This is an optimization exercise on Yosys and OpenROAD, whose aim is small area, a short achievable clock period and few clock cycles, not a production implementation.
Only simulation tests tie the RTL to the original design; equivalence was not proved.
Power is estimated from default activity; no workload was simulated.

[design/flow/design.v]
module JAM (
input CLK,
input RST,
output reg [2:0] W,
output reg [2:0] J,
input [6:0] Cost,
output reg [3:0] MatchCount,
output reg [9:0] MinCost,
output reg Valid );
reg [ 2:0] ns, cs;
reg [ 2:0] i;			 
reg [ 2:0] w_j [0:7];
reg [15:0] cnt;			 
reg [ 9:0] acc;			 
reg        cost_done, next_done, change1_done, change2_done;
reg        acc_en;
reg [ 2:0] compare;
reg [ 2:0] n, m, index;            
parameter IDLE   = 3'b000;
parameter COST   = 3'b001;
parameter COMP   = 3'b010;
parameter NEXT   = 3'b011;
parameter CHANGE1 = 3'b100;
parameter CHANGE2 = 3'b101;
parameter DONE   = 3'b110;
always@(posedge CLK)begin
	if(RST)
		cs <= IDLE;
	else
		cs <= ns;
end
always@(*)begin
		case(cs)
			IDLE:begin
			         ns = COST;
			     end
			COST:begin
			     	if (cost_done) ns = COMP;
				    else ns = COST;
			     end
			COMP:begin
			         if(cnt == 16'd40319)
			             ns = DONE;
			         else
			             ns = NEXT;
			     end
			NEXT:begin
			     	if (next_done) ns = CHANGE1;
				    else ns = NEXT;
			     end
			CHANGE1:begin
			     	if (change1_done) ns = CHANGE2;
				    else ns = CHANGE1;
			       end			     
			CHANGE2:begin
			     	if (change2_done)begin 
			     	       ns = IDLE;
			     	end
				    else ns = CHANGE2;
			       end
			DONE:begin
			         ns = DONE;
			     end
			default: ns = IDLE;
		endcase
end
always@(*)begin
	if(RST)
		W = 3'd0;
	else if(cs == COST)
		W = i;
	else
		W = 3'd0;
end
always@(*)begin
	if(RST) 
		J = 3'd0;
	else if(cs == COST)
		J = w_j[i];
	else
		J = 3'd0;
end
always@(posedge CLK)begin
	if(RST)
		i <= 3'd0;
	else if(cs == COST)
		i <= i + 3'd1;
	else
		i <= 3'd0;
end
always@(posedge CLK)begin
	if(RST)
		acc <= 10'd0;
	else if(cs == COST && acc_en)
		acc <= Cost + acc;
	else if(ns == NEXT || cs == CHANGE1)
		acc <= acc;
	else 
		acc <= 10'd0;
end
always@(posedge CLK)begin
    if(RST)
        cost_done <= 0;
    else if(i == 3'd7)
        cost_done <= 1;
    else
        cost_done <= 0;
end     
always@(posedge CLK)begin
    if(RST)
        acc_en <= 0;
    else if(cs == COST)begin
        if(ns == COMP)
            acc_en <= 0;
        else
            acc_en <= 1;
    end
    else
        acc_en <= 0;
end       
always@(posedge CLK)begin
	if(RST)
		MinCost <= 10'd0;
	else if(cs == COMP)begin
	    if(cnt == 0)
	        MinCost <= acc;
	    else
		    if(MinCost > acc)
                MinCost <= acc;
		    else
		        MinCost <= MinCost;
	end
	else
	    MinCost <= MinCost;	
end
always@(posedge CLK)begin
	if(RST)
		MatchCount <= 4'd0;
	else if(cs == COMP)begin
		if(cnt == 0)
			MatchCount <= 4'd1;
		else if(MinCost == acc)
			MatchCount <= MatchCount + 4'd1;
		else if(MinCost > acc)
			MatchCount <= 4'd1;
	   else
	        MatchCount <= MatchCount;
	end
	else
		MatchCount <= MatchCount;
end
always@(posedge CLK)begin
	if(RST)
		cnt <= 16'd0;
	else if(cs == CHANGE2 && ns == IDLE)
		if(cnt < 16'd40320)
			cnt <= cnt + 16'd1;
		else
			cnt <= 16'd0;
	else
		cnt <= cnt;
end
always@(posedge CLK)begin
    if(RST)
        n <= 3'd0;
    else if(cs == NEXT)begin
        if(w_j[n-1] < w_j[n])
            n <= n;
        else
            n <= n - 3'd1;    
    end
    else if(cs == CHANGE1 || cs == CHANGE2)
        n <= n;
    else
        n <= 3'd7;    
end
always@(posedge CLK)begin
    if(RST)
        next_done <= 0;
    else if(cs == NEXT)
        if(w_j[n-1] < w_j[n])
            next_done <= 1;
        else
            next_done <= 0;
    else
        next_done <= 0;    
end
always@(posedge CLK)begin
    if(RST)
        m <= 3'd0;
    else if(cs == CHANGE1)begin
        if((m + n) == 7)
            m <= m;
        else
            m <= m + 3'd1;
    end
    else
        m <= 3'd0;
end
always@(posedge CLK)begin
    if(RST)
        compare <= 3'd0;
    else if(cs == CHANGE1)begin
        if((w_j[n+m] - w_j[n-1]) > 0)
            if((w_j[n+m] - w_j[n-1]) > compare)
                if(compare == 3'd0)
                    compare <= (w_j[n+m] - w_j[n-1]);
                else
                    compare <= compare;
            else
                compare <= (w_j[n+m] - w_j[n-1]);
        else
            compare <= compare;               
    end
    else
        compare <= 3'd0;        
end
always@(posedge CLK)begin
    if(RST)
        index <= 3'd0;
    else if(cs == CHANGE1)begin
        if((w_j[n+m] - w_j[n-1]) > compare)
            index <= index;
        else
            index <= m;
    end
    else if(cs == CHANGE2)begin
        index <= index;
    end
    else
        index <= 3'd0;   
end
always@(posedge CLK)begin
    if(RST)
        change1_done <= 0;
    else if(cs == CHANGE1)begin
        if((m+n)==7)
            change1_done <= 1;
        else     
            change1_done <= 0;  
    end
    else
        change1_done <= 0; 
end
reg [ 2:0] c_last, c;
always@(posedge CLK)begin
    if(RST)
        c_last <= 3'd0;
    else if(cs == CHANGE1 && ns == CHANGE2) begin
       case(n)
        3'd0: c_last <= 3'd4;
        3'd1: c_last <= 3'd4;
        3'd2: c_last <= 3'd3;
        3'd3: c_last <= 3'd3;
        3'd4: c_last <= 3'd2;
        3'd5: c_last <= 3'd2;
        3'd6: c_last <= 3'd0;
        3'd7: c_last <= 3'd0;
        default: c_last <= 3'd0;
       endcase 
    end
    else
        c_last <= c_last;
end
always@(posedge CLK)begin
    if(RST)
        c <= 3'd0;
    else if(cs == CHANGE2)
        if(c < c_last)
            c <= c + 3'd1;
        else
            c <= 3'd0;
    else
        c <= 3'd0;
end
always@(*)begin
    if(RST)
        change2_done = 0;
    else if(cs == CHANGE2)begin
        if(c_last == 0)
            change2_done = 1;
        else begin
            if(c == c_last -1)
                change2_done = 1;
            else
                change2_done = 0;
        end
    end
    else
        change2_done = 0;
end
always@(posedge CLK)begin
	if(RST)begin
		w_j[0] <= 3'd0;
		w_j[1] <= 3'd1;
		w_j[2] <= 3'd2;
		w_j[3] <= 3'd3;
		w_j[4] <= 3'd4;
		w_j[5] <= 3'd5;
		w_j[6] <= 3'd6;
		w_j[7] <= 3'd7;
	end
	else if(cs == CHANGE1 && ns == CHANGE2)begin
        w_j[n-1] <= w_j[n+index];
        w_j[n+index] <= w_j[n-1];
	end
	else if(cs == CHANGE2 )begin
	    w_j[n+c] <= w_j[7-c];
	    w_j[7-c] <= w_j[n+c];
	end
	else begin
		w_j[0] <= w_j[0];
		w_j[1] <= w_j[1];
		w_j[2] <= w_j[2];
		w_j[3] <= w_j[3];
		w_j[4] <= w_j[4];
		w_j[5] <= w_j[5];
		w_j[6] <= w_j[6];
		w_j[7] <= w_j[7];	
	end
end
always@(posedge CLK)begin
    if(RST)
        Valid <= 0;
    else if(cs == DONE)
        Valid <= 1;
    else
        Valid <= 0;
end
endmodule
[design/flow/run.sh]
#!/bin/bash
# synth_recipe.tcl (not shown) runs the flow's synth.tcl, then flattens the netlist and writes it again
# the make line also repeats each setting of config.mk as NAME=value (left out here)
make -C /OpenROAD-flow-scripts/flow DESIGN_CONFIG=/design/flow/config.mk WORK_HOME=/design/flow/orfs CLKGATE_MAP_FILE= SYNTH_SCRIPT=/design/flow/synth_recipe.tcl finish
[design/flow/config.mk]
export PLATFORM = sky130hd
export DESIGN_NAME = JAM
export DESIGN_NICKNAME = JAM
export VERILOG_FILES = /design/flow/design.v
export SDC_FILE = /design/flow/constraint.sdc
export NUM_CORES = 4
export LEC_CHECK = 0
export CAP_MARGIN = 20
export CORE_MARGIN = 2
export CORE_UTILIZATION = 40
export SLEW_MARGIN = 20
[design/flow/constraint.sdc]
create_clock -name core_clock -period 7.0 [get_ports {CLK}]
set_input_delay 1.4000 -clock core_clock [delete_from_list [all_inputs] [get_ports {CLK}]]
set_output_delay 1.4000 -clock core_clock [all_outputs]
set_load 0.01 [all_outputs]
==> run summary <==
-- through the flow --
stage,util,instances,instance area [µm²]
after floorplan,-,693,6880
after CTS,0.456,924,7610
final,0.456,924,7610
after detailed placement,0.437,908,7300
after global placement,0.437,908,7300
after global routing,0.456,924,7610
-- cell usage in the layout, fill, tap and decap left out, types with 8 or more instances in the layout --
cell and count:
nor4_1 8, nand2_1 53, ha_1 45, nand2b_1 8
mux2i_1 25, nand3_1 15, a21oi_1 35, mux4_2 41
nor3_1 20, inv_1 40, xnor2_1 18, nor2_1 67
edfxtp_1 24, and2_1 10, clkdlybuf4s50_1 28, dfxtp_1 72
clkbuf_16 9, o21ai_0 12, mux2_2 10, o41ai_2 8
o22ai_1 9, xor2_1 9, nor2b_1 8, o211ai_1 13
or3_1 8
-- layout make-up --
cell class              count  area [µm²]
repair buffers             31         300
clock buffers              11         233
flip-flops and latches     96        2160
well taps                 220         275
inverters                  40         150
clock inverters             5        80.1
multi-input cells         521        4410
fillers                  1594        9090
-- registers in the layout, summed over array words and instances (netlist names), 4 cells and up, named ones only --
signal,count
MatchCount,4
MinCost,10
acc,10
cnt,16
w_j,24
-- tightest hold or removal path: stages, from the launching register on --
cell and delay [ns]:
dfxtp_1 0.33, nand2_1 0.06, mux2i_1 0.05
-- cells by family after synthesis --
logic type                 after synthesis  share of synthesized area
AOI/OAI and AO/OA                      130                      0.136
and+or+nand+nor                        235                      0.176
DFF                                     96                      0.314
xor gates and xnor gates                29                     0.0409
buffers and inverters                   76                     0.0460
muxes                                   77                      0.191
adders and majority gates               50                     0.0964
-- report_power, final --
group          internal [mW]  total, mW  leakage, nW  switching (mW)
Combinational         0.0738      0.169         1.78          0.0947
Clock                  0.314      0.539        0.148           0.225
Sequential             0.573      0.590        0.788          0.0161
Total                  0.961       1.30         2.72           0.336
-- layer usage --
metal  track usage  vias up  share of wire
met5             0        -              0
met4        0.0799        0          0.026
met3        0.0299       38          0.068
met2         0.325      214           0.48
met1         0.256     2672           0.42
li1              -     2608              -
-- path summary, 6_finish.rpt --
path,start,endpoint,depth (start not counted)
max reg2reg,n[0],compare[2],15
max,RST,J[2],6
min,MinCost[0],MinCost[0],2
min reg2reg,MinCost[0],MinCost[0],2
==> reports/summary.txt <==
Reg clk slew, reported paths: 0.06 ns
Area contributors post-synth: dfxtp_1 (21%), mux4_2 (13%), edfxtp_1 (10%)
Post-Place Worst Slack: 2.05 ns
Clock Skew: 0.00840 ns
Final TNS setup: 0 ns
power per cell area: 170 nW/µm²
post-cts sizing count: 0
Nets: 758
CP cell instances: buf_2, buf_4, inv_1, nand2_1, nor2_1, clkdlybuf4s50_1
Synth top area share: 0.209
Initial Util: 0.412
die area: 18300 µm²
Peak Freq: 201 MHz
clock insertion delay at the later pin of the skew report: 0.36 ns
Layout area overhead: 10.6%
EDFF count, synth: 24
Cell Area, Synth: 6880 µm²
Cell variety after synth: 68
Die Width: 135 µm
DRT Wirelength: 17400 µm
Clock Path Buffers: 2
asr flop ratio synth: 0
crit path time final: 4.97 ns
Buf+Inv Stages, Crit Path: 4
CTS tree: done
outcome: complete, no violations
Top delay family on crit path: buffers and inverters
sequential-to-total area share from yosys stat: 0.314
Placeable Area: 16700 µm²
PortBufs: 29
Initial DRT Pass Iterations: 5
endpoint type of the worst setup path: primary output
cts bufs inserted: 9
most frequent cells after synthesis: dfxtp_1 (72), nor2_1 (67), nand2_1 (53)
count leader, synth: dfxtp_1
initial antenna violation count: 0
Via Count: 5532
startpoint types: input pin
clock root cell: clkbuf_16
share of cells above drive strength 1: 0.124
fin crit share: 0.709
GRT Total Usage: 0.196
hold_ws: 0.487 ns
DR vias/cell: 5.99
synthesized area per cell: 9.93 µm²
H-tree Lvls: 3
GR Overflow Total: 0
Setup WS post-layout: 2.03 ns
CP max stage cell: inv_1
Worst-Margin Slew: 1.07 ns
clock sink total: 96
Final setup viols: 0
peak supply drop: 0.0876 mV
register-to-register setup slack: 2.39 ns
Placer Congestion: 0.930
Yosys Warn Count: 1
Final Max Tran Viols: 0
dpl hpwl: 12900 µm
Syn Inst Count: 693
Max-Cap Viols: 0
DRT iter0 DRCs: 385
Final Hold Fails: 0
vias in the first global route: 5463
DRC viols: 0
Chip Height: 135 µm
Relative slew margins: 0.287
Wirelength per Cell: 18.9 µm
largest net degree at the start of global routing: 40
global-route wire length before repair: 28000 µm
num ports: 30
postcts setup bufs: 0
HP Class: register to register
Syn Nets: 752
n_diodes: 0
Largest stage delay, worst path: 0.69 ns
worst path required time: 5.60 ns
critical path arrival: 3.57 ns
post-synthesis register bit count: 96
ys flop type: dfxtp_1
critical path peak fanout: 39
Leak: 2.72 nW
Final ANT Viol Nets: 0
Crit Path Class: input pin to primary output
Hold Buf Count CTS: 0
RSZ-0062 raised after global routing: no
# rows: 47
top cell type by total area after synthesis: dfxtp_1
Power Total: 1.30 mW
Testbench counts, summed over its fixed seeds: cycles 12,781,548.

==> separate check: timing with driven ports <==
Ports are ideal in the flow. The routed layout listed here was re-timed in OpenROAD. Step 1: set_driving_cell puts a clkbuf_16 on CLK and a buf_2 on each other input, an assumption about the parent block. Step 2 also shifts input and output timing later by t, the mid clock arrival at the registers, as if the neighbouring blocks saw the same clock. Three values: no drivers, after step 1, after step 2; two values: the first two.
t, ns: 0.388
slack for setup (ns): 2.034 / 2.009 / 2.009
hold WS [ns]: 0.487 / 0.487 / 0.487
worst setup path at the end: input to output
After both steps setup and hold are still met in this run. For this run, drivers alone change the setup slack by -0.025 ns; drivers and shift together by -0.025 ns.
